Context: an optimization exercise on an open-source flow, tuned for small area. The choices shown serve that exercise and are no tape-out recipe. The RTL was checked by simulation tests, not by an equivalence proof against the original design. Power and IR drop assume default switching activity.

==> flow/design.v <==
module mtm_Alu (
    input  clk,
    input  rst_n,
    input  sin,
    output sout
);
  reg [5:0] ph;
  always @(posedge clk) ph <= ph + 6'd1;
  wire tick = (ph[3:0] == 4'd15);
  reg  [63:0] ring;
  reg [3:0] bc;        
  reg [3:0] fc;        
  reg       h;         
  reg [3:0] c4;        
  reg [2:0] op;
  reg [1:0] e;         
  wire      dead = |e;
  wire      cmd  = fc[3];
  wire s_type = tick & (bc == 4'd14);
  wire s_pay  = tick & ((bc == 4'd15) | (bc <= 4'd6));    
  wire s_stop = tick & (bc == 4'd7);
  wire fb4    = c4[3] ^ sin;
  wire [3:0] c4n = {c4[2:0], 1'b0} ^ {2'b00, fb4, fb4};
  reg cy;
  reg fN, fZ, fC, fV;
  wire run = cmd & (ph[5:4] == 2'd3 ? (bc >= 4'd3 && bc <= 4'd6) :
                    ph[5:4] == 2'd0 ? (bc >= 4'd4 && bc <= 4'd7) : 1'b0);
  wire a   = ring[15];
  wire b   = ring[47];
  wire i0  = (ph == 6'd48);
  wire i31 = (ph == 6'd15);
  wire cin = i0 ? op[0] : cy;
  wire bb  = b ^ op[0];
  wire s   = a ^ bb ^ cin;
  wire co  = (a & bb) | (a & cin) | (bb & cin);
  wire r   = op[2] ? s : (op[0] ? (a | b) : (a & b));
  wire       dwr = ~cmd & ~bc[3] & (ph[3:0] == ~{fc[0], bc[2:0]});
  wire [1:0] dsel = fc[2:1] + ph[5:4] + 2'd1;
  wire [3:0] we;
  assign we[0] = dwr & (dsel == 2'd0);
  assign we[1] = dwr & (dsel == 2'd1);
  assign we[2] = dwr & (dsel == 2'd2);
  assign we[3] = (dwr & (dsel == 2'd3)) | run;
  wire din = run ? r : h;
  genvar g;
  generate
    for (g = 0; g < 64; g = g + 1) begin : rg
      if (g % 16 == 0) begin : ins
        always @(posedge clk) ring[g] <= we[g / 16] ? din : ring[(g + 63) % 64];
      end else begin : sh
        always @(posedge clk) ring[g] <= ring[g - 1];
      end
    end
  endgenerate
  reg [3:0] tbc;       
  reg [2:0] tfc;       
  reg       so;
  reg       stg;       
  reg [2:0] c3;        
  wire txgo = ((tbc == 4'd12) & ~run) | ((tbc == 4'd14) & dead);
  wire       fet  = ~tfc[2] & ~tbc[3] & (ph[3:0] == ~{tfc[0], tbc[2:0]});
  wire [1:0] tsel = ph[5:4] + {1'b0, tfc[1]} + 2'd2;
  wire       tap  = (tsel == 2'd0) ? ring[15] :
                    (tsel == 2'd1) ? ring[31] :
                    (tsel == 2'd2) ? ring[47] : ring[63];
  always @(posedge clk) if (fet) stg <= tap;
  reg pv;              
  always @(*) begin
    if (!tfc[2]) pv = fet ? tap : stg;
    else if (dead)
      case (tbc[2:0])
        3'd0, 3'd7: pv = 1'b1;
        3'd1, 3'd4: pv = e[1] & e[0];
        3'd2, 3'd5: pv = e[1] & op[1];
        default:    pv = ~e[1];
      endcase
    else
      case (tbc[2:0])
        3'd0:    pv = 1'b1;
        3'd1:    pv = fN;
        3'd2:    pv = fZ;
        3'd3:    pv = fC;
        3'd4:    pv = fV;
        default: pv = c3[2];
      endcase
  end
  wire fb3 = c3[2] ^ pv;
  always @(posedge clk) begin
    if (!rst_n) begin
      bc   <= 4'd8;
      fc   <= 4'd0;
      c4   <= 4'd0;
      e    <= 2'd0;
    end else begin
      if (bc == 4'd8) begin
        if (!sin && !dead) bc <= tick ? 4'd14 : 4'd13;
      end else if (tick) bc <= bc + 4'd1;
      if (!dead) begin
        if (s_type && (sin ^ cmd)) e <= 2'b01;
        if (s_stop) fc <= cmd ? 4'd0 : fc + 4'd1;
        if (s_pay) begin
          c4 <= c4n;
          if (cmd) begin
            if (bc == 4'd15 && !sin) e <= 2'b01;
            if (bc <= 4'd2) op <= {op[1:0], sin};
            if (bc == 4'd6) begin
              if (c4n != 4'd0) e <= 2'b11;
              else if (op[1]) e <= 2'b10;
            end
          end
        end
      end
    end
  end
  always @(posedge clk) if (s_pay && !cmd) h <= sin;
  always @(posedge clk) begin
    cy <= co;
    if (run) begin
      fZ <= (i0 | fZ) & ~r;
      if (i31) begin
        fN <= r;
        fC <= op[2] & (co ^ op[0]);
        fV <= op[2] & ~b & (a ^ s) & ~(a ^ op[0]);
      end
    end
  end
  always @(posedge clk) begin
    if (!rst_n) begin
      tbc <= 4'd14;
      so  <= 1'b1;
      c3  <= 3'd0;
    end else if (!dead && s_pay && cmd && bc == 4'd6 && c4n == 4'd0 && !op[1]) begin
      tbc <= 4'd12;
    end else if (tick) begin
      case (tbc)
        4'd12, 4'd14: if (txgo) begin
          tbc <= 4'd15;
          tfc <= dead ? 3'd4 : 3'd0;
          so  <= 1'b0;
        end
        4'd13: ;
        4'd15: begin
          tbc <= 4'd0;
          so  <= tfc[2];
        end
        4'd8: begin
          tbc <= 4'd9;
          so  <= 1'b1;
        end
        4'd9: begin
          if (tfc[2]) tbc <= dead ? 4'd13 : 4'd14;
          else begin
            tbc <= 4'd15;
            tfc <= tfc + 3'd1;
            so  <= 1'b0;
          end
        end
        default: begin
          tbc <= tbc + 4'd1;
          so  <= pv;
          c3  <= {c3[1:0], 1'b0} ^ {1'b0, fb3, fb3};
        end
      endcase
    end
  end
  assign sout = so;
endmodule
==> flow/flow/run.sh <==
#!/bin/bash
# The standard layout (standard.sh), with three changes:
#  - synthesis maps logic with an area-oriented ABC script (ORFS's ABC_AREA
#    path, its script replaced by two rounds of "strash; dch; map -a"),
#  - no adder extraction (ADDER_MAP_FILE empty), so counters are left to ABC,
#  - clock tree synthesis adds no dummy loads.
# Registers come out of synthesis exactly as in the standard flow: ABC and the
# adder step only touch combinational logic.
set -euo pipefail
here=$PWD
rm -rf "$here/scripts_area"
cp -r "$FLOW_HOME/scripts" "$here/scripts_area"
printf 'strash\ndch\nmap -a\nstrash\ndch\nmap -a\n' > "$here/scripts_area/abc_area.script"
export SCRIPTS_DIR="$here/scripts_area"
export ADDER_MAP_FILE=
export ABC_AREA=1
export CTS_ARGS="-sink_clustering_enable -repair_clock_nets -buf_list sky130_fd_sc_hd__clkbuf_8 -dont_use_dummy_load -sink_clustering_size 50 -sink_clustering_max_diameter 300"
bash standard.sh > standard.log 2>&1
==> flow/standard.sh <==
#!/bin/bash
# synth_recipe.tcl (not shown) runs the flow's synth.tcl, then flattens the netlist and writes it again
# the make line also repeats each setting of config.mk as NAME=value (left out here)
make -C /OpenROAD-flow-scripts/flow DESIGN_CONFIG=/design/flow/config.mk WORK_HOME=/design/flow/orfs CLKGATE_MAP_FILE= SYNTH_SCRIPT=/design/flow/synth_recipe.tcl "${@:-finish}"
==> flow/config.mk <==
export PLATFORM = sky130hd
export DESIGN_NAME = mtm_Alu
export DESIGN_NICKNAME = mtm_Alu
export VERILOG_FILES = /design/flow/design.v
export SDC_FILE = /design/flow/constraint.sdc
export NUM_CORES = 4
export LEC_CHECK = 0
export CAP_MARGIN = 20
export CORE_MARGIN = 2
export CORE_UTILIZATION = 40
export CTS_BUF_LIST = sky130_fd_sc_hd__clkbuf_8
export SLEW_MARGIN = 20
==> flow/constraint.sdc <==
create_clock -name core_clock -period 10.0 [get_ports {clk}]
set_input_delay 2.0000 -clock core_clock [delete_from_list [all_inputs] [get_ports {clk}]]
set_output_delay 2.0000 -clock core_clock [all_outputs]
set_load 0.01 [all_outputs]
==> results of run 1 <==
## cells by family (layout without fill, tap and decap cells)
family,Yosys count,count (layout),share of synthesized area [%]
buffers and inverters,57,69,6.03
AO/OA/AOI/OAI,88,88,14.9
XOR/XNOR,9,9,2.22
flip-flops,105,105,62.4
AND/OR/NAND/NOR,124,124,14.4
## registers in the layout, summed over array words and instances (netlist names)
| name | flops |
|---|---|
| fC | 1 |
| c4 | 4 |
| fc | 4 |
| ring | 64 |
| tfc | 3 |
| c3 | 3 |
| fZ | 1 |
| op | 3 |
| tbc | 4 |
| cy | 1 |
| fV | 1 |
| stg | 1 |
| so | 1 |
| bc | 4 |
| fN | 1 |
| e | 2 |
| ph | 6 |
| h | 1 |
## cell type report
cell class | instances | share of cell area (%)
well taps | 108 | 3.52
flip-flops and latches | 105 | 57.7
repair buffers | 3 | 0.783
multi-input cells | 221 | 29.2
inverters | 57 | 5.58
clock buffers | 9 | 3.23
## synthesized netlist by cell type (3+ instances only)
cell type,n
dfxtp_1,94
nor2_1,75
clkinv_1,57
a21oi_1,29
o21ai_0,27
nand2_1,20
nor3_1,15
edfxtp_1,11
a211oi_1,9
nand3_1,7
xnor2_1,5
nor4_1,4
xor2_1,4
a31oi_1,3
o22ai_1,3
## worst register-to-register path, delay by kind of cell (launching register included)
kind                   cells  cell delay, ns
DFF                        1            0.36
buffers and inverters      5            0.68
and+or+nand+nor            7            1.61
## stage by stage
step	total power, mW	hold slack [ns]	setup slack, ns
final	0.864	0.315	6.09
after global routing	0.921	0.320	5.80
after CTS	0.869	0.323	6.08
after detailed placement	0.672	0.312	5.69
after global placement	0.669	0.311	5.85
after floorplan	0.627	0.310	6.54
## metal layers
metal,share of wire (%),up-vias,routed length [um]
li1,-,1313,-
met4,1.5,0,101
met1,51,1168,3380
met2,43,50,2810
met5,0,-,0
met3,4.3,9,283
## power by group
group          total (mW)  internal (mW)  leakage, nW  switching, mW
sequential          0.483          0.455        0.861         0.0284
clock               0.198         0.0810       0.0647          0.117
combinational       0.182         0.0640        0.402          0.118
total               0.864          0.600         1.33          0.264
## path summary, 6_finish.rpt
kind         startpoint  slack (ns)      end  cells past startpoint
max                 sin        6.09    c3[1]                     16
min             ring[5]        0.32  ring[6]                      0
max reg2reg       bc[0]        6.99    op[2]                     12
min reg2reg     ring[5]        0.32  ring[6]                      0
==> flow_summary.json, run 1 <==
{
  "outcome": "finished clean",
  "fin_cells": 503,
  "dp.cells": 494,
  "min_path_type": "reg2reg",
  "max_clock_freq_mhz": 255,
  "ys_types": 30,
  "final_antenna_net_count": 0,
  "cpMostUsedCell": "clkinv_1",
  "diodes": 0,
  "grt_max_degree": 22,
  "ys_seq_elements": 105,
  "core_area_um2": 8680,
  "synthesis.nets": 386,
  "antenna_found_initial": 0,
  "finalHoldViolCount": 0,
  "cts_tree": "done",
  "placedInstanceArea_um2": 3710,
  "die_h_um": 98.2,
  "drive_gt1_share_pct": 2.53,
  "post-route-util_pct": 44.2,
  "p_leak_nw": 1.33,
  "cp_data_required_time_ns": 10.24,
  "ys.flop_type": "dfxtp_1",
  "grt_setup_unrepaired": "false",
  "ys_seq_area_share_pct": 62.4,
  "initial_core_util_pct": 40.9,
  "fin_crit_sh_pct": 39.1,
  "rows": 34,
  "drtIter0Drc": 114,
  "cts_max_level": 3,
  "syn2layout_area_growth_pct": 8.15,
  "critPathMaxStageDelay_ns": 0.59,
  "root_buffer": "clkbuf_8",
  "path_clk_slew_ns": 0.10,
  "grt_overflow": 0,
  "cts_hold_buf": 0,
  "ff_latch_area_um2": 2210,
  "setup_tns_ns": 0,
  "max-vdd-ir-drop_mv": 0.105,
  "setup_viol": 0,
  "wl_mm": 6.58,
  "syn-mean-instance-area_um2": 9.26,
  "mostFrequentLayoutCells": "dfxtp_1, nor2_1, clkinv_1",
  "io_pins": 4,
  "synth_area_um2": 3550,
  "met3_usage_pct": 4.94,
  "port_buffers": 3,
  "tightestPinTransition_ns": 0.593,
  "maxSlewHeadroom_pct": 60.1,
  "grt_pass1_vias": 2345,
  "slowest_stage": "clkdlybuf4s50_1",
  "drt_first_pass_iters": 4,
  "crit_type": "in2reg",
  "yosysTopAreaCell": "dfxtp_1",
  "postCtsSetupRepairBufs": 0,
  "cts_resized": 0,
  "crit_path_cell_trace": "clkdlybuf4s50_1 -> xnor2_1 -> clkinv_1 -> nor2_1 -> clkinv_1 -> nor3_1 -> clkinv_1 -> nor2_1 -> nand3_1 -> clkinv_1 -> nor3_1 -> clkinv_1 -> nand2_1 -> nand2_1 -> nor2_1 -> a211oi_1",
  "multi_input_area_um2": 1120,
  "synth_cells": 383,
  "maxCapViolCount": 0,
  "synth_area_leaders": "dfxtp_1, edfxtp_1, nor2_1, clkinv_1, a21oi_1",
  "dieWidth_um": 98.2,
  "via_count": 2540,
  "viasPerCell": 5.05,
  "stdcell_area_um2": 3830,
  "groute.usage.overall_pct": 14.5,
  "n_fill_cell": 831,
  "gr-usage-met1_pct": 20.5,
  "skew_ns": 0.0355,
  "yosys_warnings": 1,
  "fin_nets": 400,
  "clk_path_buf_depth": 2,
  "detailed_place_hpwl_mm": 4.72,
  "cp-start-kind": "input pin",
  "clock-sinks": 105,
  "critical_path.top_delay_family": "buffers and inverters",
  "numCtsBuffers": 9,
  "clk_latency_ns": 0.37,
  "grt_use_met2_pct": 20.8,
  "end_kind": "flip-flop",
  "crit_path_max_fanout": 5,
  "power_density_nw_per_um2": 225,
  "die_area_um2": 9630,
  "synth_largest_type_area_fraction_pct": 53.1,
  "critPathArrivalTime_ns": 4.16,
  "busiest_layer": "met2",
  "synth_edf_count": 11,
  "wl_per_cell_um": 13.1,
  "fin_crit_ns": 3.91,
  "timing.critical_path.buf_inv": 6,
  "grt_pass1_wl_mm": 11.1,
  "synthArstFlopShare_pct": 0,
  "mostFrequentLayoutCell": "dfxtp_1",
  "place_congestion": 0.852,
  "final_max_slew_viol_count": 0,
  "drc_errors": 0
}
==> run 2, diff against run 1 <==
--- a/flow/flow/run.sh
+++ b/flow/flow/run.sh
@@ -14,5 +14,5 @@
 export SCRIPTS_DIR="$here/scripts_area"
 export ADDER_MAP_FILE=
 export ABC_AREA=1
-export CTS_ARGS="-sink_clustering_enable -repair_clock_nets -buf_list sky130_fd_sc_hd__clkbuf_8 -dont_use_dummy_load -sink_clustering_size 50 -sink_clustering_max_diameter 300"
+export CTS_ARGS="-sink_clustering_enable -repair_clock_nets -buf_list sky130_fd_sc_hd__clkbuf_8 -dont_use_dummy_load"
 bash standard.sh > standard.log 2>&1
--- a/flow/config.mk
+++ b/flow/config.mk
@@ -7,6 +7,7 @@
 export LEC_CHECK = 0
 export CAP_MARGIN = 20
 export CORE_MARGIN = 2
-export CORE_UTILIZATION = 40
+export CORE_UTILIZATION = 80
 export CTS_BUF_LIST = sky130_fd_sc_hd__clkbuf_8
+export PLACE_DENSITY = 0.9
 export SLEW_MARGIN = 20
==> flow_summary.json, run 2 <==
{
  "outcome": "finished clean",
  "final_max_slew_viol_count": 0,
  "maxSlewHeadroom_pct": 46.3,
  "placedInstanceArea_um2": 3640,
  "clock-sinks": 105,
  "busiest_layer": "met2",
  "crit_type": "in2reg",
  "cp-start-kind": "input pin",
  "top_regs": "ring (64), ph (6)",
  "largest_register": "ring",
  "skew_ns": 0.0133,
  "ys.flop_type": "dfxtp_1",
  "tightestPinTransition_ns": 0.798,
  "port_buffers": 3,
  "clk_latency_ns": 0.36,
  "largest_reg_flops": 64,
  "drive_gt1_share_pct": 2.53,
  "syn-mean-instance-area_um2": 9.26,
  "grt_use_met2_pct": 63.8,
  "finalHoldViolCount": 0,
  "wl_per_cell_um": 19.8,
  "dieWidth_um": 70.6,
  "timing.critical_path.buf_inv": 6,
  "initial_core_util_pct": 82.0,
  "via_count": 2979,
  "cp_data_required_time_ns": 10.27,
  "clk_path_buf_depth": 2,
  "post-route-util_pct": 87.1,
  "gr-usage-met1_pct": 41.1,
  "numCtsBuffers": 9,
  "groute.usage.overall_pct": 37.1,
  "critPathMaxStageDelay_ns": 0.55,
  "root_buffer": "clkbuf_8",
  "die_area_um2": 4980,
  "mostFrequentLayoutCells": "dfxtp_1, nor2_1, clkinv_1",
  "die_h_um": 70.6,
  "ys_seq_elements": 105,
  "cpMostUsedCell": "clkinv_1",
  "final_antenna_net_count": 0,
  "critPathArrivalTime_ns": 4.47,
  "synthArstFlopShare_pct": 0,
  "fin_crit_sh_pct": 42.0,
  "synth_area_leaders": "dfxtp_1, edfxtp_1, nor2_1, clkinv_1, a21oi_1",
  "postCtsSetupRepairBufs": 0,
  "ys_seq_area_share_pct": 62.4,
  "stdcell_area_um2": 3760,
  "ys_types": 30,
  "antenna_found_initial": 0,
  "slowest_stage": "clkdlybuf4s50_1",
  "drc_errors": 0,
  "synth_cells": 383,
  "maxCapViolCount": 0,
  "path_clk_slew_ns": 0.09,
  "yosys_warnings": 1,
  "grt_setup_unrepaired": "false",
  "yosysTopAreaCell": "dfxtp_1",
  "core_area_um2": 4320,
  "setup_viol": 0,
  "synthTopCellsByCount": "dfxtp_1, nor2_1, clkinv_1, a21oi_1, o21ai_0",
  "fin_crit_ns": 4.20,
  "power_density_nw_per_um2": 237,
  "viasPerCell": 6.66,
  "mostFrequentLayoutCell": "dfxtp_1",
  "synth_largest_type_area_fraction_pct": 53.1,
  "synth_area_um2": 3550,
  "crit_path_cell_trace": "clkdlybuf4s50_1 -> xnor2_1 -> clkinv_1 -> nor2_1 -> clkinv_1 -> nor3_1 -> clkinv_1 -> nor2_1 -> nand3_1 -> clkinv_1 -> nor3_1 -> clkinv_1 -> nand2_1 -> nand2_1 -> nor2_1 -> a211oi_1",
  "met3_usage_pct": 11.4,
  "cts_max_level": 3,
  "p_total_uw": 893,
  "synthesis.nets": 386,
  "wl_mm": 8.86,
  "dp.cells": 438,
  "grt_pass1_wl_mm": 13.8,
  "detailed_place_hpwl_mm": 6.22,
  "fin_cells": 447,
  "yosys.cell_count.top_type": "dfxtp_1",
  "synth_edf_count": 11,
  "grt_pass1_vias": 2924,
  "cts_resized": 0,
  "place_congestion": 0.931,
  "grt_max_degree": 17,
  "cts_tree": "done",
  "p_leak_nw": 1.33,
  "rows": 24,
  "io_pins": 4,
  "max_clock_freq_mhz": 238,
  "drtIter0Drc": 453,
  "end_kind": "flip-flop",
  "drt_first_pass_iters": 5,
  "grt_overflow": 0,
  "setup_tns_ns": 0,
  "diodes": 0,
  "max-vdd-ir-drop_mv": 0.232,
  "cts_hold_buf": 0,
  "syn2layout_area_growth_pct": 6.17,
  "min_path_type": "reg2reg",
  "fin_nets": 400,
  "crit_path_max_fanout": 5,
  "critical_path.top_delay_family": "buffers and inverters"
}
## run 2: logic make-up (layout without fill, tap and decap cells)
group	count (synthesis)	after routing	share of synthesized area, %
XOR/XNOR	9	9	2.22
AO/OA/AOI/OAI	88	88	14.9
flip-flops	105	105	62.4
buffers and inverters	57	69	6.03
AND/OR/NAND/NOR	124	124	14.4
## run 2: metrics by stage
stage | setup WS [ns] | hold slack (ns)
global route | 5.64 | 0.331
CTS | 5.89 | 0.318
finish | 5.80 | 0.315
global placement | 5.85 | 0.310
detailed placement | 5.59 | 0.312
floorplan | 6.54 | 0.310
## run 2: layout make-up
cell class,instances,area [um2]
tap,52,65.1
multi-input combinational,221,1120
clock buffer,9,124
inverter,57,214
timing repair buffer,3,30.0
sequential,105,2210
fill,206,559
## run 2: path summary, 6_finish.rpt
check | start | end | slack (ns) | cells after the start
worst max-delay path | sin | c3[1] | 5.80 | 16
worst min-delay path | ring[7] | ring[8] | 0.31 | 0
worst max register to register | ph[2] | op[0] | 6.63 | 8
worst min register to register | ring[7] | ring[8] | 0.31 | 0
## run 2: where the power goes
group / leakage [nW] / switching [mW] / internal [mW] / total [mW]
logic: 0.402 / 0.142 / 0.0640 / 0.206
clock network: 0.0647 / 0.119 / 0.0809 / 0.200
registers: 0.861 / 0.0323 / 0.455 / 0.487
total: 1.33 / 0.293 / 0.600 / 0.893
## run 2: worst register-to-register path, cell delays in order, from the launching register on
cell and delay [ns]:
dfxtp_1 0.45, clkinv_1 0.15, nor3_1 0.45, nand2_1 0.41, nor2_1 0.30, clkinv_1 0.15, nor2_1 0.37, clkinv_1 0.25
nor3_1 0.47
## run 2: layer usage
metal | share of wire, % | wire, um | up-vias
li1 | - | - | 1308
met1 | 36 | 3170 | 1382
met2 | 49 | 4380 | 220
met3 | 9.4 | 836 | 69
met4 | 5.4 | 474 | 0
met5 | 0 | 0 | -
==> run 3, diff against run 2 <==
--- a/flow/config.mk
+++ b/flow/config.mk
@@ -7,7 +7,6 @@
 export LEC_CHECK = 0
 export CAP_MARGIN = 20
 export CORE_MARGIN = 2
-export CORE_UTILIZATION = 80
+export CORE_UTILIZATION = 65
 export CTS_BUF_LIST = sky130_fd_sc_hd__clkbuf_8
-export PLACE_DENSITY = 0.9
 export SLEW_MARGIN = 20
==> flow_summary.json, run 3 <==
{
  "synth_area_um2": 3550,
  "clk_path_buf_depth": 2,
  "die_area_um2": 6060,
  "grt_setup_unrepaired": "false",
  "ys_seq_elements": 105,
  "postCtsSetupRepairBufs": 0,
  "clock-sinks": 105,
  "synthArstFlopShare_pct": 0,
  "hold_depth": 0,
  "ys_seq_area_share_pct": 62.4,
  "viasPerCell": 5.60,
  "min-delay-start": "ring[9]",
  "outcome": "finished clean",
  "final_antenna_net_count": 0,
  "syn2layout_area_growth_pct": 6.81,
  "final_max_slew_viol_count": 0,
  "cpMostUsedCell": "clkinv_1",
  "yosysTopAreaCell": "dfxtp_1",
  "fin_crit_ns": 4.00,
  "synth_cells": 383,
  "switching_share_pct": 30.9,
  "skew_ns": 0.0248,
  "pwr-share-seq_pct": 55.5,
  "grt_pass1_wl_mm": 11.8,
  "numCtsBuffers": 9,
  "fin_nets": 400,
  "max_clock_freq_mhz": 250,
  "crit_path_cell_trace": "clkdlybuf4s50_1 -> xnor2_1 -> clkinv_1 -> nor2_1 -> clkinv_1 -> nor3_1 -> clkinv_1 -> nor2_1 -> nand3_1 -> clkinv_1 -> nor2_1 -> clkinv_1 -> nor4_1",
  "crit_type": "in2reg",
  "ys_types": 30,
  "diodes": 0,
  "detailed_place_hpwl_mm": 4.99,
  "synthesis.nets": 386,
  "grt_pass1_vias": 2468,
  "syn-mean-instance-area_um2": 9.26,
  "yosys.cell_count.top_type": "dfxtp_1",
  "drive_gt1_share_pct": 2.53,
  "place_congestion": 0.894,
  "ys.flop_type": "dfxtp_1",
  "cts_tree": "done",
  "yosys_warnings": 1,
  "io_pins": 4,
  "maxCapViolCount": 0,
  "finalHoldViolCount": 0,
  "grt_overflow": 0,
  "end_kind": "flip-flop",
  "groute.usage.overall_pct": 25.7,
  "reg2reg_to": "tfc[0]",
  "reg2reg_slack_ns": 7.03,
  "critPathArrivalTime_ns": 3.97,
  "antenna_found_initial": 0,
  "port_buffers": 3,
  "drtIter0Drc": 226,
  "tightestPinTransition_ns": 0.664,
  "setup_viol": 0,
  "root_buffer": "clkbuf_8",
  "cts_hold_buf": 0,
  "fin_crit_sh_pct": 40.0,
  "die_h_um": 77.9,
  "largest_reg_flops": 64,
  "synth_edf_count": 11,
  "power_frac_comb_pct": 21.5,
  "critPathMaxStageDelay_ns": 0.61,
  "maxSlewHeadroom_pct": 55.3,
  "hold_path_end": "ring[10]",
  "core_area_um2": 5170,
  "drc_errors": 0,
  "p_leak_nw": 1.33,
  "grt_max_degree": 19,
  "clk_latency_ns": 0.36,
  "dieWidth_um": 77.9,
  "internal-power_uw": 600,
  "synth_area_leaders": "dfxtp_1, edfxtp_1, nor2_1, clkinv_1, a21oi_1",
  "wl_mm": 7.02,
  "crit_path_max_fanout": 5,
  "top_regs": "ring (64), ph (6)",
  "synthTopCellsByCount": "dfxtp_1, nor2_1, clkinv_1, a21oi_1, o21ai_0",
  "cp_data_required_time_ns": 9.97,
  "slowest_stage": "clkdlybuf4s50_1",
  "setup_tns_ns": 0,
  "cp-start-kind": "input pin",
  "path_clk_slew_ns": 0.09,
  "drt_first_pass_iters": 4,
  "max-vdd-ir-drop_mv": 0.165,
  "reg2reg_from": "bc[1]",
  "mostFrequentLayoutCell": "dfxtp_1",
  "rows": 26,
  "synth_largest_type_area_fraction_pct": 53.1,
  "p_sw_uw": 268,
  "wl_per_cell_um": 15.1,
  "cts_max_level": 3,
  "initial_core_util_pct": 68.6,
  "cts_resized": 0,
  "worst-r2r-cell-count": 16,
  "min_path_type": "reg2reg",
  "power_density_nw_per_um2": 229,
  "post-route-util_pct": 73.2,
  "clkPwrFrac_pct": 22.9,
  "mostFrequentLayoutCells": "dfxtp_1, nor2_1, clkinv_1",
  "largest_register": "ring",
  "via_count": 2605
}
[run 3: worst max-delay path by stage]
stage	slack, ns	endpoint	start	depth (start not counted)
2_1_floorplan	6.54	c3[1]	sin	15
3_3_place_gp	5.84	tfc[0]	rst_n	5
3_5_place_dp	5.72	tfc[0]	sin	13
4_1_cts	6.07	tfc[0]	sin	13
5_1_grt	5.69	c3[1]	sin	16
6_report	6.00	tfc[0]	sin	13
[run 3: layout make-up]
type,instances,area (um2)
Sequential cell,105,2210
Fill cell,358,1390
Multi-Input combinational cell,221,1120
Inverter,57,214
Clock buffer,9,124
Tap cell,70,87.6
Timing Repair Buffer,3,30.0
[run 3: metrics by stage]
stage          setup WS (ns)  std cells  hold slack (ns)  area (um2)  power [mW]
2_1_floorplan           6.54        383            0.310        3550       0.627
4_1_cts                 6.07        465            0.315        3790       0.870
3_5_place_dp            5.72        456            0.312        3660       0.673
5_1_grt                 5.69        465            0.320        3790       0.921
3_3_place_gp            5.84        456            0.310        3660       0.671
6_report                6.00        465            0.307        3790       0.868
[run 3: cells by family (layout without fill, tap and decap cells)]
| logic type | count (synthesis) | count (layout) | share of synthesized area [%] |
|---|---|---|---|
| flops | 105 | 105 | 62.4 |
| compound gates | 88 | 88 | 14.9 |
| simple gates | 124 | 124 | 14.4 |
| buf+inv | 57 | 69 | 6.03 |
| xor+xnor | 9 | 9 | 2.22 |
[run 3: power groups by stage]
| stage | Combinational (mW) | Clock, mW | Sequential [mW] |
|---|---|---|---|
| after floorplan | 0.142 | 0 | 0.485 |
| after global placement | 0.180 | 0 | 0.491 |
| after detailed placement | 0.181 | 0 | 0.491 |
| after CTS | 0.184 | 0.204 | 0.482 |
| after global routing | 0.214 | 0.220 | 0.487 |
| final | 0.187 | 0.199 | 0.482 |
[run 3: worst max-delay path, delay by kind of cell]
family	cells	cell delay, ns
xor gates and xnor gates	1	0.12
buffers and inverters	6	1.04
and+or+nand+nor	6	0.81
[run 3: per-layer routing]
metal	up-vias	wire length, um	track usage [%]
met5	-	0	0
met4	0	78	7.86
met3	8	438	8.26
met2	75	3320	40.8
met1	1209	3180	33.7
li1	1313	-	-
==> run 4, diff against run 3 <==
--- a/flow/config.mk
+++ b/flow/config.mk
@@ -7,6 +7,6 @@
 export LEC_CHECK = 0
 export CAP_MARGIN = 20
 export CORE_MARGIN = 2
-export CORE_UTILIZATION = 65
+export CORE_UTILIZATION = 40
 export CTS_BUF_LIST = sky130_fd_sc_hd__clkbuf_8
 export SLEW_MARGIN = 20
==> flow_summary.json, run 4 <==
{
  "diodes": 0,
  "rows": 34,
  "wl_met2_mm": 2.81,
  "detailed_place_hpwl_mm": 4.72,
  "largest_reg_flops": 64,
  "fin_crit_ns": 3.91,
  "reg2reg_from": "bc[0]",
  "cts_resized": 0,
  "setup_viol": 0,
  "synthTopCellsByCount": "dfxtp_1, nor2_1, clkinv_1, a21oi_1, o21ai_0",
  "synthesis.nets": 386,
  "fin_crit_sh_pct": 39.1,
  "yosys_warnings": 1,
  "initial_core_util_pct": 40.9,
  "ys_seq_elements": 105,
  "startpoint": "sin",
  "syn-mean-instance-area_um2": 9.26,
  "clk_latency_ns": 0.37,
  "hold_depth": 0,
  "yosys.cell_count.top_type": "dfxtp_1",
  "cpMostUsedCell": "clkinv_1",
  "min-delay-start": "ring[5]",
  "antenna_found_initial": 0,
  "min_path_type": "reg2reg",
  "top_regs": "ring (64), ph (6)",
  "grt_pass1_vias": 2345,
  "port_buffers": 3,
  "met3WireLength_um": 283,
  "maxCapViolCount": 0,
  "cp_data_required_time_ns": 10.24,
  "die_h_um": 98.2,
  "drtIter0Drc": 114,
  "io_pins": 4,
  "setup_ws_ns": 6.09,
  "max_clock_freq_mhz": 255,
  "grt_max_degree": 22,
  "via_count": 2540,
  "clock-sinks": 105,
  "cts_tree": "done",
  "highest_layer": "met4",
  "crit_type": "in2reg",
  "worst-r2r-cell-count": 12,
  "max-vdd-ir-drop_mv": 0.105,
  "wl_mm": 6.58,
  "groute.usage.overall_pct": 14.5,
  "drt_first_pass_iters": 4,
  "synth_edf_count": 11,
  "die_area_um2": 9630,
  "ys.flop_type": "dfxtp_1",
  "largest_register": "ring",
  "syn2layout_area_growth_pct": 8.15,
  "power_density_nw_per_um2": 225,
  "p_leak_nw": 1.33,
  "numCtsBuffers": 9,
  "n_fill_cell": 831,
  "fin_nets": 400,
  "synth_largest_type_area_fraction_pct": 53.1,
  "clk_path_buf_depth": 2,
  "critPathMaxStageDelay_ns": 0.59,
  "mostFrequentLayoutCell": "dfxtp_1",
  "wl_per_cell_um": 13.1,
  "yosysTopAreaCell": "dfxtp_1",
  "synthArstFlopShare_pct": 0,
  "outcome": "finished clean",
  "setup_tns_ns": 0,
  "core_area_um2": 8680,
  "synth_area_um2": 3550,
  "final_antenna_net_count": 0,
  "post-place-ws_ns": 5.69,
  "tightestPinTransition_ns": 0.593,
  "viasPerCell": 5.05,
  "finalHoldViolCount": 0,
  "path_clk_slew_ns": 0.10,
  "ys_seq_area_share_pct": 62.4,
  "drc_errors": 0,
  "synth_area_leaders": "dfxtp_1, edfxtp_1, nor2_1, clkinv_1, a21oi_1",
  "root_buffer": "clkbuf_8",
  "maxSlewHeadroom_pct": 60.1,
  "crit_path_cell_trace": "clkdlybuf4s50_1 -> xnor2_1 -> clkinv_1 -> nor2_1 -> clkinv_1 -> nor3_1 -> clkinv_1 -> nor2_1 -> nand3_1 -> clkinv_1 -> nor3_1 -> clkinv_1 -> nand2_1 -> nand2_1 -> nor2_1 -> a211oi_1",
  "reg2reg_slack_ns": 6.99,
  "end_kind": "flip-flop",
  "cp-start-kind": "input pin",
  "crit_path_max_fanout": 5,
  "grt_overflow": 0,
  "hold_path_end": "ring[6]",
  "dieWidth_um": 98.2,
  "drt-met1-wl_mm": 3.38,
  "synth_cells": 383,
  "slowest_stage": "clkdlybuf4s50_1",
  "ys_types": 30,
  "cts_max_level": 3,
  "grt_pass1_wl_mm": 11.1,
  "final_max_slew_viol_count": 0,
  "critPathArrivalTime_ns": 4.16,
  "skew_ns": 0.0355,
  "mostFrequentLayoutCells": "dfxtp_1, nor2_1, clkinv_1",
  "reg2reg_to": "op[2]",
  "cts_hold_buf": 0,
  "place_congestion": 0.852,
  "drive_gt1_share_pct": 2.53,
  "postCtsSetupRepairBufs": 0,
  "grt_setup_unrepaired": "false"
}
[run 4: cell counts in the layout (fill, tap and decap cells not counted)]
Identical to the previous run, type by type.
[run 4: power breakdown]
group	switching, mW	total (mW)	internal [mW]
clock network	0.117	0.198	0.0810
logic	0.118	0.182	0.0640
registers	0.0284	0.483	0.455
[run 4: how the worst max path moves through the flow]
stage | endpoint | slack (ns) | depth (start not counted)
after global routing | c3[0] | 5.80 | 15
after CTS | c3[1] | 6.08 | 16
after detailed placement | c3[1] | 5.69 | 16
final | c3[1] | 6.09 | 16
after global placement | tfc[0] | 5.85 | 5
after floorplan | c3[1] | 6.54 | 15
[run 4: layout make-up]
class	count	area, um2	share of cell area [%]
sequential	105	2210	57.7
multi-input combinational	221	1120	29.2
inverter	57	214	5.58
tap	108	135	3.52
clock buffer	9	124	3.23
timing repair buffer	3	30.0	0.783
[run 4: per-layer routing]
metal | up-vias | GRT usage [%]
met5 | - | 0
met2 | 50 | 20.8
met4 | 0 | 4.95
li1 | 1313 | -
met1 | 1168 | 20.5
met3 | 9 | 4.94
[run 4: kinds of logic (layout without fill, tap and decap cells)]
group / Yosys count / after routing / synth area share [%]
xor gates and xnor gates: 9 / 9 / 2.22
buffers and inverters: 57 / 69 / 6.03
DFF: 105 / 105 / 62.4
AOI/OAI and AO/OA: 88 / 88 / 14.9
and+or+nand+nor: 124 / 124 / 14.4
[run 4: stage by stage]
stage	cell area (um2)	power, mW	instances	hold slack [ns]	util (%)
global placement	3710	0.669	494	0.311	42.8
detailed placement	3710	0.672	494	0.312	42.8
CTS	3830	0.869	503	0.323	44.2
finish	3830	0.864	503	0.315	44.2
global route	3830	0.921	503	0.320	44.2
floorplan	3550	0.627	383	0.310	-
[run 4: critical path: cells and delay by family]
family                 cells  cell delay, ns
XOR/XNOR                   1            0.18
AO/OA/AOI/OAI              1            0.17
AND/OR/NAND/NOR            8            0.72
buffers and inverters      6            1.10
==> run 5, diff against run 4 <==
==> flow/flow/run.sh (replaced) <==
#!/bin/bash
# The standard layout (standard.sh), with these changes:
#  - synthesis maps logic with an area-oriented ABC script (ORFS's ABC_AREA
#    path, with its script replaced by the one below),
#  - no adder extraction (ADDER_MAP_FILE empty), so counters are left to ABC,
#  - the port buffers are the smallest buffer, sky130_fd_sc_hd__buf_1,
#  - clock tree synthesis adds no dummy loads.
# Registers come out of synthesis exactly as in the standard flow: ABC and the
# adder step only touch combinational logic.
set -euo pipefail
here=$PWD
rm -rf "$here/scripts_area"
cp -r "$FLOW_HOME/scripts" "$here/scripts_area"
printf 'strash\ndch\nmap -a\nstrash\n&get -n\n&dch\n&nf -a -R 100\n&put\n' > "$here/scripts_area/abc_area.script"
export SCRIPTS_DIR="$here/scripts_area"
export ADDER_MAP_FILE=
export ABC_AREA=1
export BUFFER_PORTS_ARGS="-buffer_cell sky130_fd_sc_hd__buf_1"
export CTS_ARGS="-sink_clustering_enable -repair_clock_nets -buf_list sky130_fd_sc_hd__clkbuf_8 -dont_use_dummy_load"
bash standard.sh > standard.log 2>&1
==> flow_summary.json, run 5 <==
{
  "viasPerCell": 5.30,
  "max_clock_freq_mhz": 272,
  "grt_setup_unrepaired": "false",
  "syn2layout_area_growth_pct": 7.86,
  "placedInstanceArea_um2": 3690,
  "largest_reg_flops": 64,
  "diodes": 0,
  "synth_area_leaders": "dfxtp_1, edfxtp_1, nor2_1, nand2_1, xor2_1",
  "ys.flop_type": "dfxtp_1",
  "crit_type": "in2reg",
  "via_count": 2371,
  "root_buffer": "clkbuf_8",
  "setup_tns_ns": 0,
  "max-vdd-ir-drop_mv": 0.0990,
  "timing.critical_path.buf_inv": 1,
  "outcome": "finished clean",
  "synthArstFlopShare_pct": 0,
  "ys_seq_elements": 105,
  "dieWidth_um": 98.0,
  "place_congestion": 0.835,
  "maxSlewHeadroom_pct": 38.0,
  "dp.cells": 438,
  "path_clk_slew_ns": 0.10,
  "yosys_warnings": 1,
  "min_path_type": "reg2reg",
  "critPathMaxStageDelay_ns": 0.45,
  "power_density_nw_per_um2": 212,
  "synth_largest_type_area_fraction_pct": 53.3,
  "drtIter0Drc": 125,
  "cpMostUsedCell": "nand3_1",
  "cts_tree": "done",
  "min-delay-start": "ring[29]",
  "clk_latency_ns": 0.36,
  "finalHoldViolCount": 0,
  "detailed_place_hpwl_mm": 4.17,
  "tightestPinTransition_ns": 0.906,
  "setup_ws_ns": 6.33,
  "cts_hold_buf": 0,
  "die_h_um": 98.0,
  "post-route-util_pct": 44.1,
  "reg2reg_from": "tbc[1]",
  "fin_nets": 344,
  "wl_per_cell_um": 13.7,
  "synthesis.nets": 329,
  "grt_pass1_wl_mm": 10.4,
  "stdcell_area_um2": 3810,
  "fin_cells": 447,
  "worst-path-stages": 8,
  "cts_resized": 0,
  "clock-sinks": 105,
  "syn-mean-instance-area_um2": 10.8,
  "critPathArrivalTime_ns": 3.92,
  "cp-start-kind": "input pin",
  "synth_edf_count": 11,
  "p_leak_nw": 1.38,
  "ys_types": 48,
  "drt_first_pass_iters": 4,
  "startpoint": "sin",
  "fin_crit_sh_pct": 36.7,
  "postCtsSetupRepairBufs": 0,
  "initial_core_util_pct": 40.9,
  "grt_pass1_vias": 2187,
  "port_buffers": 3,
  "final_max_slew_viol_count": 0,
  "reg2reg_slack_ns": 7.17,
  "mostFrequentLayoutCell": "dfxtp_1",
  "core_area_um2": 8640,
  "clk_path_buf_depth": 2,
  "hold_ws_ns": 0.308,
  "synthTopCellsByCount": "dfxtp_1, nor2_1, nand2_1, a21oi_1, o21ai_0",
  "numCtsBuffers": 9,
  "top_regs": "ring (64), ph (6)",
  "post-place-ws_ns": 5.97,
  "drive_gt1_share_pct": 3.24,
  "grt_overflow": 0,
  "cp_data_required_time_ns": 10.25,
  "crit_path_max_fanout": 6,
  "setup_viol": 0,
  "maxCapViolCount": 0,
  "n_fill_cell": 823,
  "p_total_uw": 806,
  "end_kind": "flip-flop",
  "mostFrequentLayoutCells": "dfxtp_1, nor2_1, nand2_1",
  "critical_path.top_delay_family": "simple AND/OR/NAND/NOR gates",
  "slowest_stage": "or4_1",
  "antenna_found_initial": 0,
  "ff_latch_area_um2": 2210,
  "cts_max_level": 3,
  "worst-r2r-cell-count": 8,
  "endpoint": "c3[1]",
  "largest_register": "ring",
  "crit_path_cell_trace": "buf_1 -> xor2_1 -> or4_1 -> nor2_1 -> nand3_1 -> nand3_1 -> mux2_1 -> o211a_1",
  "fin_crit_ns": 3.67,
  "yosysTopAreaCell": "dfxtp_1",
  "multi_input_area_um2": 1290,
  "groute.usage.overall_pct": 13.6,
  "ys_seq_area_share_pct": 62.6,
  "grt_max_degree": 22,
  "reg2reg_to": "c3[1]",
  "synth_cells": 326,
  "wl_mm": 6.11,
  "drc_errors": 0,
  "skew_ns": 0.0260,
  "rows": 34,
  "yosys.cell_count.top_type": "dfxtp_1",
  "synth_area_um2": 3530,
  "die_area_um2": 9600,
  "io_pins": 4,
  "final_antenna_net_count": 0
}
[run 5: changes by cell type after synthesis, moves of 7 or more]
cell / delta
nor3_1: -13
nand2_1: +9
clkinv_1: -50
a211oi_1: -7
xor2_1: +7
o21ai_0: -11
nor2_1: -36
a21oi_1: -11
[run 5: final cells by class]
class,instances,area share (%)
flip-flops and latches,105,58.0
multi-input cells,214,34.0
well taps,108,3.55
clock buffers,9,3.25
inverters,7,0.689
repair buffers,4,0.492
[run 5: where the power goes]
part	switching, mW	total [mW]	leakage, nW	internal, mW
registers	0.0374	0.480	0.862	0.443
clock network	0.120	0.201	0.0647	0.0810
logic	0.0697	0.126	0.457	0.0561
total	0.227	0.806	1.38	0.580
[run 5: logic make-up after synthesis]
| family | after synthesis | share of synthesized area [%] |
|---|---|---|
| multiplexers | 8 | 2.83 |
| buffers and inverters | 7 | 0.744 |
| adder cells (fa/ha/maj) | 1 | 0.283 |
| XOR/XNOR | 19 | 4.71 |
| AND/OR/NAND/NOR | 111 | 14.8 |
| flip-flops | 105 | 62.6 |
| AO/OA/AOI/OAI | 75 | 14.0 |
[run 5: per-layer routing]
| layer | wire [um] | share of wire [%] | GRT usage [%] |
|---|---|---|---|
| met5 | 0 | 0 | 0 |
| met4 | 119 | 1.9 | 7.05 |
| met3 | 232 | 3.8 | 3.29 |
| met2 | 2700 | 44 | 20.7 |
| met1 | 3060 | 50 | 18.1 |
[run 5: how the worst min path moves through the flow]
stage,endpoint,cells after the start
after floorplan,ring[10],0
after global placement,ring[8],0
after detailed placement,ring[11],0
after CTS,ring[33],0
after global routing,ring[30],0
final,ring[30],0
[run 5: worst register-to-register path, cell delays in order, from the launching register on]
cell and delay (ns):
dfxtp_1 0.69, nor2b_1 0.20, nand2_1 0.13, nor2_1 0.12
a2111oi_0 0.68, nand3_1 0.30, a211oi_1 0.42, nand2_1 0.10
o211a_1 0.11
==> run 6, diff against run 5 <==
--- a/flow/flow/run.sh
+++ b/flow/flow/run.sh
@@ -16,5 +16,5 @@
 export ADDER_MAP_FILE=
 export ABC_AREA=1
 export BUFFER_PORTS_ARGS="-buffer_cell sky130_fd_sc_hd__buf_1"
-export CTS_ARGS="-sink_clustering_enable -repair_clock_nets -buf_list sky130_fd_sc_hd__clkbuf_8 -dont_use_dummy_load"
+export CTS_ARGS="-sink_clustering_enable -repair_clock_nets -buf_list sky130_fd_sc_hd__clkbuf_4 -root_buf sky130_fd_sc_hd__clkbuf_8 -dont_use_dummy_load"
 bash standard.sh > standard.log 2>&1
==> flow_summary.json, run 6 <==
{
  "grt_max_degree": 22,
  "syn2layout_area_growth_pct": 7.86,
  "p_total_uw": 806,
  "internal-power_uw": 580,
  "outcome": "finished clean",
  "ys_types": 48,
  "ys.flop_type": "dfxtp_1",
  "final_antenna_net_count": 0,
  "fin_crit_sh_pct": 36.7,
  "skew_ns": 0.0260,
  "groute.usage.overall_pct": 13.6,
  "grt_pass1_vias": 2187,
  "wl_per_cell_um": 13.7,
  "initial_core_util_pct": 40.9,
  "maxSlewHeadroom_pct": 38.0,
  "startpoint": "sin",
  "crit_path_max_fanout": 6,
  "cts_resized": 0,
  "port_buffers": 3,
  "max_clock_freq_mhz": 272,
  "min-delay-start": "ring[29]",
  "pwr-share-seq_pct": 59.5,
  "cts_hold_buf": 0,
  "syn-mean-instance-area_um2": 10.8,
  "die_area_um2": 9600,
  "die_h_um": 98.0,
  "reg2reg_from": "tbc[1]",
  "cp_data_required_time_ns": 10.25,
  "clock-sinks": 105,
  "drive_gt1_share_pct": 3.24,
  "clk_latency_ns": 0.36,
  "postCtsSetupRepairBufs": 0,
  "fin_nets": 344,
  "power_density_nw_per_um2": 212,
  "top_regs": "ring (64), ph (6)",
  "synth_edf_count": 11,
  "fin_cells": 447,
  "root_buffer": "clkbuf_8",
  "post-route-util_pct": 44.1,
  "finalHoldViolCount": 0,
  "largest_register": "ring",
  "synth_area_leaders": "dfxtp_1, edfxtp_1, nor2_1, nand2_1, xor2_1",
  "path_clk_slew_ns": 0.10,
  "maxCapViolCount": 0,
  "synth_largest_type_area_fraction_pct": 53.3,
  "drt_first_pass_iters": 4,
  "post-place-ws_ns": 5.97,
  "dieWidth_um": 98.0,
  "detailed_place_hpwl_mm": 4.17,
  "critPathArrivalTime_ns": 3.92,
  "yosys_warnings": 1,
  "mostFrequentLayoutCells": "dfxtp_1, nor2_1, nand2_1",
  "final_max_slew_viol_count": 0,
  "synth_cells": 326,
  "synthesis.nets": 329,
  "mostFrequentLayoutCell": "dfxtp_1",
  "fin_crit_ns": 3.67,
  "grt_setup_unrepaired": "false",
  "rows": 34,
  "place_congestion": 0.835,
  "core_area_um2": 8640,
  "diodes": 0,
  "synth_area_um2": 3530,
  "setup_viol": 0,
  "via_count": 2371,
  "clk_path_buf_depth": 2,
  "synthArstFlopShare_pct": 0,
  "drc_errors": 0,
  "setup_ws_ns": 6.33,
  "cts_tree": "done",
  "min_path_type": "reg2reg",
  "wl_mm": 6.11,
  "largest_reg_flops": 64,
  "numCtsBuffers": 9,
  "max-vdd-ir-drop_mv": 0.0990,
  "end_kind": "flip-flop",
  "switching_share_pct": 28.1,
  "grt_overflow": 0,
  "drtIter0Drc": 125,
  "cts_max_level": 3,
  "power_frac_comb_pct": 15.6,
  "yosys.cell_count.top_type": "dfxtp_1",
  "p_sw_uw": 227,
  "viasPerCell": 5.30,
  "antenna_found_initial": 0,
  "cp-start-kind": "input pin",
  "n_fill_cell": 823,
  "dp.cells": 438,
  "ys_seq_elements": 105,
  "grt_pass1_wl_mm": 10.4,
  "tightestPinTransition_ns": 0.906,
  "crit_type": "in2reg",
  "synthTopCellsByCount": "dfxtp_1, nor2_1, nand2_1, a21oi_1, o21ai_0",
  "io_pins": 4,
  "yosysTopAreaCell": "dfxtp_1",
  "ys_seq_area_share_pct": 62.6,
  "clkPwrFrac_pct": 24.9,
  "setup_tns_ns": 0,
  "p_leak_nw": 1.38
}
==> run 6: worst max-delay path: stages <==
cell and delay [ns]:
buf_1 0.23, xor2_1 0.16, or4_1 0.45, nor2_1 0.14, nand3_1 0.17, nand3_1 0.22, mux2_1 0.34, o211a_1 0.20
==> run 6: logic make-up (layout without fill, tap and decap cells) <==
group | after synthesis | after routing | share of synthesized area, %
AOI/OAI and AO/OA | 75 | 75 | 14.0
xor gates and xnor gates | 19 | 19 | 4.71
adders and majority gates | 1 | 1 | 0.283
buffers and inverters | 7 | 20 | 0.744
DFF | 105 | 105 | 62.6
muxes | 8 | 8 | 2.83
and+or+nand+nor | 111 | 111 | 14.8
==> run 6: power groups by stage <==
stage | Sequential [mW] | Combinational (mW) | Clock [mW]
floorplan | 0.479 | 0.103 | 0
global placement | 0.488 | 0.123 | 0
detailed placement | 0.489 | 0.125 | 0
CTS | 0.479 | 0.125 | 0.210
global route | 0.485 | 0.142 | 0.224
finish | 0.480 | 0.126 | 0.201
==> run 6: cell type report <==
cell class | instances | area [um2] | share of cell area [%]
clock buffers | 9 | 124 | 3.25
inverters | 7 | 26.3 | 0.689
multi-input cells | 214 | 1290 | 34.0
flip-flops and latches | 105 | 2210 | 58.0
well taps | 108 | 135 | 3.55
repair buffers | 4 | 18.8 | 0.492
==> run 6: path summary, 6_finish.rpt <==
path         cells past startpoint  slack [ns]       end
min reg2reg                      0        0.31  ring[30]
min                              0        0.31  ring[30]
max                              8        6.33     c3[1]
max reg2reg                      8        7.17     c3[1]
==> run 6: layer usage <==
| metal | wire, um | share of wire (%) | track usage, % |
|---|---|---|---|
| met2 | 2700 | 44 | 20.7 |
| met5 | 0 | 0 | 0 |
| met1 | 3060 | 50 | 18.1 |
| met4 | 119 | 1.9 | 7.05 |
| met3 | 232 | 3.8 | 3.29 |
==> run 6: through the flow <==
step           area, um2  hold slack, ns
2_1_floorplan       3530           0.310
3_3_place_gp        3690           0.310
3_5_place_dp        3690           0.312
4_1_cts             3810           0.306
5_1_grt             3810           0.303
6_report            3810           0.308
==> run 7, diff against run 6 <==
--- a/flow/design.v
+++ b/flow/design.v
@@ -13,8 +13,8 @@
   reg       h;         
   reg [3:0] c4;        
   reg [2:0] op;
-  reg [1:0] e;         
-  wire      dead = |e;
+  reg  [2:0] tfc;      
+  wire      dead = tfc[2] & (tfc[1] | tfc[0]);
   wire      cmd  = fc[3];
   wire s_type = tick & (bc == 4'd14);
   wire s_pay  = tick & ((bc == 4'd15) | (bc <= 4'd6));    
@@ -53,7 +53,6 @@
     end
   endgenerate
   reg [3:0] tbc;       
-  reg [2:0] tfc;       
   reg       so;
   reg       stg;       
   reg [2:0] c3;        
@@ -70,9 +69,9 @@
     else if (dead)
       case (tbc[2:0])
         3'd0, 3'd7: pv = 1'b1;
-        3'd1, 3'd4: pv = e[1] & e[0];
-        3'd2, 3'd5: pv = e[1] & op[1];
-        default:    pv = ~e[1];
+        3'd1, 3'd4: pv = tfc[1] & tfc[0];
+        3'd2, 3'd5: pv = tfc[1] & op[1];
+        default:    pv = ~tfc[1];
       endcase
     else
       case (tbc[2:0])
@@ -90,23 +89,17 @@
       bc   <= 4'd8;
       fc   <= 4'd0;
       c4   <= 4'd0;
-      e    <= 2'd0;
     end else begin
-      if (bc == 4'd8) begin
-        if (!sin && !dead) bc <= tick ? 4'd14 : 4'd13;
-      end else if (tick) bc <= bc + 4'd1;
+      if (tick) begin
+        if (bc != 4'd8) bc <= bc + 4'd1;
+        else if (!sin && !dead) bc <= 4'd14;
+      end
       if (!dead) begin
-        if (s_type && (sin ^ cmd)) e <= 2'b01;
         if (s_stop) fc <= cmd ? 4'd0 : fc + 4'd1;
         if (s_pay) begin
           c4 <= c4n;
           if (cmd) begin
-            if (bc == 4'd15 && !sin) e <= 2'b01;
             if (bc <= 4'd2) op <= {op[1:0], sin};
-            if (bc == 4'd6) begin
-              if (c4n != 4'd0) e <= 2'b11;
-              else if (op[1]) e <= 2'b10;
-            end
           end
         end
       end
@@ -124,18 +117,25 @@
       end
     end
   end
+  wire e_frm = ~dead & ((s_type & (sin ^ cmd)) | (s_pay & cmd & (bc == 4'd15) & ~sin));
+  wire c0    = ~dead & s_pay & cmd & (bc == 4'd6);
   always @(posedge clk) begin
     if (!rst_n) begin
       tbc <= 4'd14;
+      tfc <= 3'd0;
       so  <= 1'b1;
       c3  <= 3'd0;
-    end else if (!dead && s_pay && cmd && bc == 4'd6 && c4n == 4'd0 && !op[1]) begin
-      tbc <= 4'd12;
+    end else if (e_frm) begin
+      tfc <= 3'd5;
+    end else if (c0) begin
+      if (c4n != 4'd0) tfc <= 3'd7;
+      else if (op[1]) tfc <= 3'd6;
+      else tbc <= 4'd12;
     end else if (tick) begin
       case (tbc)
         4'd12, 4'd14: if (txgo) begin
           tbc <= 4'd15;
-          tfc <= dead ? 3'd4 : 3'd0;
+          if (!dead) tfc <= 3'd0;
           so  <= 1'b0;
         end
         4'd13: ;
--- a/flow/flow/run.sh
+++ b/flow/flow/run.sh
@@ -16,5 +16,5 @@
 export ADDER_MAP_FILE=
 export ABC_AREA=1
 export BUFFER_PORTS_ARGS="-buffer_cell sky130_fd_sc_hd__buf_1"
-export CTS_ARGS="-sink_clustering_enable -repair_clock_nets -buf_list sky130_fd_sc_hd__clkbuf_4 -root_buf sky130_fd_sc_hd__clkbuf_8 -dont_use_dummy_load"
+export CTS_ARGS="-sink_clustering_enable -repair_clock_nets -buf_list sky130_fd_sc_hd__clkbuf_8 -dont_use_dummy_load"
 bash standard.sh > standard.log 2>&1
==> flow_summary.json, run 7 <==
{
  "ys_seq_elements": 103,
  "end_kind": "flip-flop",
  "drc_errors": 0,
  "synth_cells": 326,
  "viasPerCell": 5.36,
  "synthArstFlopShare_pct": 0,
  "ff_latch_area_um2": 2140,
  "reg2reg_slack_ns": 6.85,
  "clk_latency_ns": 0.37,
  "dieWidth_um": 97.2,
  "groute.usage.overall_pct": 14.1,
  "power_density_nw_per_um2": 164,
  "port_buffers": 3,
  "mostFrequentLayoutCells": "dfxtp_1, nor2_1, nand2_1",
  "cts_hold_buf": 0,
  "n_fill_cell": 844,
  "place_congestion": 0.853,
  "crit_type": "in2reg",
  "grt_pass1_wl_mm": 10.8,
  "grt_overflow": 0,
  "synthTopCellsByCount": "dfxtp_1, nor2_1, nand2_1, o21ai_0, a21oi_1",
  "power_frac_comb_pct": 0.6,
  "worst-r2r-cell-count": 10,
  "critPathArrivalTime_ns": 3.91,
  "die_area_um2": 9450,
  "antenna_found_initial": 0,
  "reg2reg_from": "ph[2]",
  "cts_tree": "done",
  "ys_types": 45,
  "p_leak_nw": 1.39,
  "drt_first_pass_iters": 6,
  "setup_viol": 0,
  "yosysTopAreaCell": "dfxtp_1",
  "pwr-share-seq_pct": 67.2,
  "grt_max_degree": 24,
  "synthesis.nets": 329,
  "largest_register": "ring",
  "syn-mean-instance-area_um2": 10.7,
  "timing.critical_path.buf_inv": 1,
  "internal-power_uw": 497,
  "max-vdd-ir-drop_mv": 0.0909,
  "top_regs": "ring (64), ph (6)",
  "dp.cells": 439,
  "largest_reg_flops": 64,
  "grt_pass1_vias": 2199,
  "path_clk_slew_ns": 0.12,
  "syn2layout_area_growth_pct": 8.20,
  "die_h_um": 97.2,
  "wl_per_cell_um": 14.1,
  "diodes": 0,
  "ys.flop_type": "dfxtp_1",
  "critPathMaxStageDelay_ns": 0.43,
  "synth_area_um2": 3480,
  "ys_seq_area_share_pct": 61.6,
  "crit_path_cell_trace": "buf_1 -> xor2_1 -> or4_1 -> or3_1 -> and4_1 -> o21a_1 -> o21ai_0 -> o22ai_1 -> nor3_1",
  "yosys_warnings": 1,
  "clock-sinks": 103,
  "reg2reg_to": "tfc[1]",
  "detailed_place_hpwl_mm": 4.27,
  "min-delay-start": "ring[32]",
  "fin_nets": 345,
  "final_antenna_net_count": 0,
  "setup_tns_ns": 0,
  "grt_setup_unrepaired": "false",
  "post-route-util_pct": 43.8,
  "p_total_uw": 617,
  "critical_path.top_delay_family": "simple AND/OR/NAND/NOR gates",
  "drive_gt1_share_pct": 3.53,
  "final_max_slew_viol_count": 0,
  "switching_share_pct": 19.5,
  "skew_ns": 0.0389,
  "multi_input_area_um2": 1290,
  "mostFrequentLayoutCell": "dfxtp_1",
  "clk_path_buf_depth": 2,
  "maxSlewHeadroom_pct": 43.3,
  "hold_path_end": "ring[33]",
  "cts_max_level": 3,
  "tightestPinTransition_ns": 0.843,
  "fin_cells": 448,
  "fin_crit_ns": 3.65,
  "cp-start-kind": "input pin",
  "clkPwrFrac_pct": 32.2,
  "synth_area_leaders": "dfxtp_1, edfxtp_1, o21ai_0, a21oi_1, nor2_1",
  "crit_path_max_fanout": 6,
  "numCtsBuffers": 9,
  "core_area_um2": 8590,
  "cp_data_required_time_ns": 10.26,
  "wl_mm": 6.33,
  "hold_depth": 0,
  "root_buffer": "clkbuf_8",
  "postCtsSetupRepairBufs": 0,
  "synth_largest_type_area_fraction_pct": 54.7,
  "finalHoldViolCount": 0,
  "drtIter0Drc": 122,
  "p_sw_uw": 120,
  "io_pins": 4,
  "synth_edf_count": 8,
  "initial_core_util_pct": 40.5,
  "min_path_type": "reg2reg",
  "maxCapViolCount": 0,
  "via_count": 2403,
  "rows": 34,
  "max_clock_freq_mhz": 274,
  "outcome": "finished clean",
  "fin_crit_sh_pct": 36.5,
  "cts_resized": 0,
  "yosys.cell_count.top_type": "dfxtp_1",
  "slowest_stage": "or4_1"
}
==> run 7: cell types whose count changed after synthesis, sizes merged, moves of 4 or more <==
cell and change:
a31oi -4, clkinv +4, a21oi +4, nor2b -5, o21ai +9, nor3 +6
nor2 -12
==> run 7: worst max-delay path by stage <==
stage / from / end / slack (ns) / depth (start not counted)
final: sin / tfc[1] / 6.35 / 9
after global routing: sin / tfc[0] / 6.25 / 7
after CTS: sin / tfc[1] / 6.38 / 9
after detailed placement: sin / tfc[1] / 6.02 / 9
after global placement: sin / tfc[1] / 6.10 / 9
after floorplan: sin / tbc[1] / 6.23 / 6
==> run 7: power groups by stage <==
stage / Clock (mW) / Sequential [mW] / Combinational, mW
floorplan: 0 / 0.424 / 0.00154
global placement: 0 / 0.424 / 0.00368
detailed placement: 0 / 0.424 / 0.00373
CTS: 0.207 / 0.415 / 0.00375
global route: 0.222 / 0.415 / 0.00416
finish: 0.198 / 0.414 / 0.00375
==> run 7: cell families (layout without fill, tap and decap cells) <==
logic type	after synthesis	in the layout	synth area share, %
AO/OA/AOI/OAI	80	80	14.4
XOR/XNOR	17	17	4.28
adder cells (fa/ha/maj)	1	1	0.288
buffers and inverters	11	25	1.19
flip-flops	103	103	61.6
multiplexers	11	11	3.78
AND/OR/NAND/NOR	103	103	14.5
==> run 7: final cells by class <==
cell class	instances	share of cell area (%)
Inverter	11	1.10
Sequential cell	103	56.9
Timing Repair Buffer	5	0.698
Tap cell	108	3.59
Multi-Input combinational cell	212	34.4
Clock buffer	9	3.29
==> run 7: worst register-to-register path: cells and delay by family (launching register included) <==
kind	cells	cell delay (ns)
AOI/OAI and AO/OA	3	0.36
DFF	1	0.51
and+or+nand+nor	7	2.22
==> run 7: through the flow <==
step	setup WS, ns	hold slack, ns	area, um2
global route	6.25	0.305	3760
CTS	6.38	0.310	3760
detailed placement	6.02	0.312	3640
floorplan	6.23	0.310	3480
finish	6.35	0.308	3760
global placement	6.10	0.311	3640
==> run 7: routing by layer <==
layer,part of all wire [%],up-vias,global-route usage [%]
met1,51,1125,20.2
met5,0,-,0
met4,1.1,0,4.81
met2,42,61,20.2
li1,-,1210,-
met3,5.4,7,4.46
==> run 8, diff against run 7 <==
--- a/flow/design.v
+++ b/flow/design.v
@@ -54,18 +54,25 @@
   endgenerate
   reg [3:0] tbc;       
   reg       so;
-  reg       stg;       
   reg [2:0] c3;        
-  wire txgo = ((tbc == 4'd12) & ~run) | ((tbc == 4'd14) & dead);
-  wire       fet  = ~tfc[2] & ~tbc[3] & (ph[3:0] == ~{tfc[0], tbc[2:0]});
-  wire [1:0] tsel = ph[5:4] + {1'b0, tfc[1]} + 2'd2;
-  wire       tap  = (tsel == 2'd0) ? ring[15] :
-                    (tsel == 2'd1) ? ring[31] :
-                    (tsel == 2'd2) ? ring[47] : ring[63];
-  always @(posedge clk) if (fet) stg <= tap;
+  wire ttick = (ph[2:0] == 3'd7) & (ph[3] ^ tfc[0]);
+  wire txgo  = ((tbc == 4'd12) & ((tfc != 3'd0) | (ph[5:4] == 2'd0))) |
+               ((tbc == 4'd14) & dead);
+  reg tap;
+  always @(*)
+    case (tbc[2:0])
+      3'd0: tap = ring[15];
+      3'd1: tap = ring[32];
+      3'd2: tap = ring[49];
+      3'd3: tap = ring[2];
+      3'd4: tap = ring[19];
+      3'd5: tap = ring[36];
+      3'd6: tap = ring[53];
+      default: tap = ring[6];
+    endcase
   reg pv;              
   always @(*) begin
-    if (!tfc[2]) pv = fet ? tap : stg;
+    if (!tfc[2]) pv = tap;
     else if (dead)
       case (tbc[2:0])
         3'd0, 3'd7: pv = 1'b1;
@@ -130,12 +137,14 @@
     end else if (c0) begin
       if (c4n != 4'd0) tfc <= 3'd7;
       else if (op[1]) tfc <= 3'd6;
-      else tbc <= 4'd12;
-    end else if (tick) begin
+      else begin
+        tbc <= 4'd12;
+        tfc <= 3'd0;
+      end
+    end else if (ttick) begin
       case (tbc)
         4'd12, 4'd14: if (txgo) begin
           tbc <= 4'd15;
-          if (!dead) tfc <= 3'd0;
           so  <= 1'b0;
         end
         4'd13: ;
@@ -150,9 +159,8 @@
         4'd9: begin
           if (tfc[2]) tbc <= dead ? 4'd13 : 4'd14;
           else begin
-            tbc <= 4'd15;
+            tbc <= 4'd12;
             tfc <= tfc + 3'd1;
-            so  <= 1'b0;
           end
         end
         default: begin
==> flow_summary.json, run 8 <==
{
  "synth_edf_count": 8,
  "syn2layout_area_growth_pct": 8.07,
  "clk_path_buf_depth": 2,
  "maxSlewHeadroom_pct": 56.2,
  "end_kind": "flip-flop",
  "synthesis.nets": 327,
  "groute.usage.overall_pct": 14.5,
  "root_buffer": "clkbuf_8",
  "finalHoldViolCount": 0,
  "die_h_um": 96.1,
  "grt_pass1_wl_mm": 10.1,
  "io_pins": 4,
  "mostFrequentLayoutCells": "dfxtp_1, nand2_1, nor2_1",
  "synth_area_leaders": "dfxtp_1, edfxtp_1, nand2_1, nor2_1, a21oi_1",
  "cp_data_required_time_ns": 10.23,
  "yosys.cell_count.top_type": "dfxtp_1",
  "viasPerCell": 5.23,
  "ys_seq_elements": 102,
  "dieWidth_um": 96.1,
  "crit_type": "in2reg",
  "max-vdd-ir-drop_mv": 0.0906,
  "synth_largest_type_area_fraction_pct": 55.4,
  "synthTopCellsByCount": "dfxtp_1, nand2_1, nor2_1, a21oi_1, o21ai_0",
  "n_fill_cell": 792,
  "mostFrequentLayoutCell": "dfxtp_1",
  "synth_cells": 324,
  "maxCapViolCount": 0,
  "port_buffers": 3,
  "place_congestion": 0.806,
  "p_leak_nw": 1.36,
  "fin_crit_ns": 3.51,
  "clk_latency_ns": 0.36,
  "fin_nets": 342,
  "ff_latch_area_um2": 2120,
  "postCtsSetupRepairBufs": 0,
  "synthArstFlopShare_pct": 0,
  "drtIter0Drc": 99,
  "syn-mean-instance-area_um2": 10.5,
  "skew_ns": 0.0268,
  "wl_per_cell_um": 13.3,
  "dp.cells": 433,
  "wl_mm": 5.86,
  "cts_resized": 0,
  "path_clk_slew_ns": 0.10,
  "largest_reg_flops": 64,
  "power_density_nw_per_um2": 181,
  "hold_ws_ns": 0.311,
  "final_max_slew_viol_count": 0,
  "ys_seq_area_share_pct": 62.5,
  "grt_overflow": 0,
  "largest_register": "ring",
  "setup_viol": 0,
  "critPathArrivalTime_ns": 3.75,
  "clock-sinks": 102,
  "rows": 33,
  "yosysTopAreaCell": "dfxtp_1",
  "diodes": 0,
  "ys_types": 38,
  "multi_input_area_um2": 1240,
  "yosys_warnings": 1,
  "cts_hold_buf": 0,
  "fin_cells": 442,
  "max_clock_freq_mhz": 285,
  "crit_path_max_fanout": 6,
  "initial_core_util_pct": 41.3,
  "via_count": 2312,
  "numCtsBuffers": 9,
  "grt_pass1_vias": 2092,
  "fin_crit_sh_pct": 35.1,
  "drive_gt1_share_pct": 2.97,
  "drt_first_pass_iters": 4,
  "grt_setup_unrepaired": "false",
  "drc_errors": 0,
  "antenna_found_initial": 0,
  "outcome": "finished clean",
  "die_area_um2": 9240,
  "tightestPinTransition_ns": 0.648,
  "cp-start-kind": "input pin",
  "ys.flop_type": "dfxtp_1",
  "detailed_place_hpwl_mm": 4.14,
  "cts_max_level": 3,
  "final_antenna_net_count": 0,
  "synth_area_um2": 3400,
  "setup_tns_ns": 0,
  "top_regs": "ring (64), ph (6)",
  "min_path_type": "reg2reg",
  "grt_max_degree": 25,
  "cts_tree": "done",
  "core_area_um2": 8220
}
-- run 8: cell count changes after synthesis, moves of 3 or more --
cell / change
nor2_1: +7
nand2_1: +8
mux2i_1: -3
o21a_1: -3
a22oi_1: +3
a31oi_1: +3
nor3_1: -3
o31ai_1: +4
and2_0: -3
o21ai_0: -5
nand2b_1: -3
nor2b_1: +8
-- run 8: critical path: stages --
cell	delay, ns
buf_1	0.22
xor2_1	0.15
or4_1	0.45
o21ai_0	0.23
nand2_1	0.14
a21oi_1	0.18
nand3_1	0.11
a21oi_1	0.16
o211ai_1	0.10
-- run 8: stage by stage --
step	cell area, um2	worst slack (ns)	power (mW)	utilization [%]
after floorplan	3400	6.54	0.464	-
after global placement	3550	6.23	0.477	43.2
after detailed placement	3550	6.13	0.477	43.2
after CTS	3670	6.52	0.673	44.7
after global routing	3670	6.20	0.698	44.7
final	3670	6.49	0.662	44.7
-- run 8: cell type report --
cell class / count / area share, %
multi-input combinational: 213 / 33.8
clock buffer: 9 / 3.38
sequential: 102 / 57.8
tap: 105 / 3.58
timing repair buffer: 4 / 0.511
inverter: 9 / 0.921
-- run 8: power breakdown --
group,total (mW),internal [mW],switching [mW]
clock,0.195,0.0808,0.114
combinational,0.0367,0.0144,0.0222
sequential,0.431,0.418,0.0125
total,0.662,0.513,0.149
-- run 8: path summary, 6_finish.rpt --
path	from	endpoint	slack (ns)	cells past startpoint
max	sin	tbc[3]	6.49	9
min reg2reg	ring[50]	ring[51]	0.31	0
max reg2reg	tfc[0]	tbc[0]	7.15	10
min	ring[50]	ring[51]	0.31	0
-- run 8: cell families after synthesis --
kind of cell               synth area share, %
AOI/OAI and AO/OA                         14.4
muxes                                     2.65
xor gates and xnor gates                  4.13
and+or+nand+nor                           15.1
adders and majority gates                0.295
buffers and inverters                    0.995
DFF                                       62.5
-- run 8: per-layer routing --
| layer | track usage (%) | part of all wire, % | up-vias |
|---|---|---|---|
| met5 | 0 | 0 | - |
| met1 | 19.2 | 49 | 1064 |
| met3 | 5.17 | 6.4 | 8 |
| met4 | 5.00 | 1.1 | 0 |
| met2 | 21.8 | 43 | 60 |
| li1 | - | - | 1180 |

-- port drivers added, routing unchanged --
Ports are ideal in the flow. The routed layouts listed here were re-timed in OpenROAD.
Step 1 assumes that a clkbuf_16 drives the clock port and a buf_2 every other input.
Step 2, shift: input delay + t, output delay - t, t = (earliest + latest rising clock arrival at the registers) / 2. This alone moves slack from input paths to output paths.
Three values: ideal ports, drivers, drivers and shift; two values: the first two.
run | t, ns | setup slack, ns
run 1 | 0.383 | 6.086 / 6.094 / 5.711
run 2 | 0.379 | 5.802 / 5.799 / 5.420
run 3 | 0.373 | 6.000 / 6.003 / 5.630
run 4 | 0.383 | 6.086 / 6.094 / 5.711
run 5 | 0.381 | 6.326 / 6.336 / 5.955
run 6 | 0.381 | 6.326 / 6.336 / 5.955
run 7 | 0.378 | 6.348 / 6.352 / 5.975
run 8 | 0.381 | 6.485 / 6.494 / 6.114
After both steps every run listed still meets setup and hold.
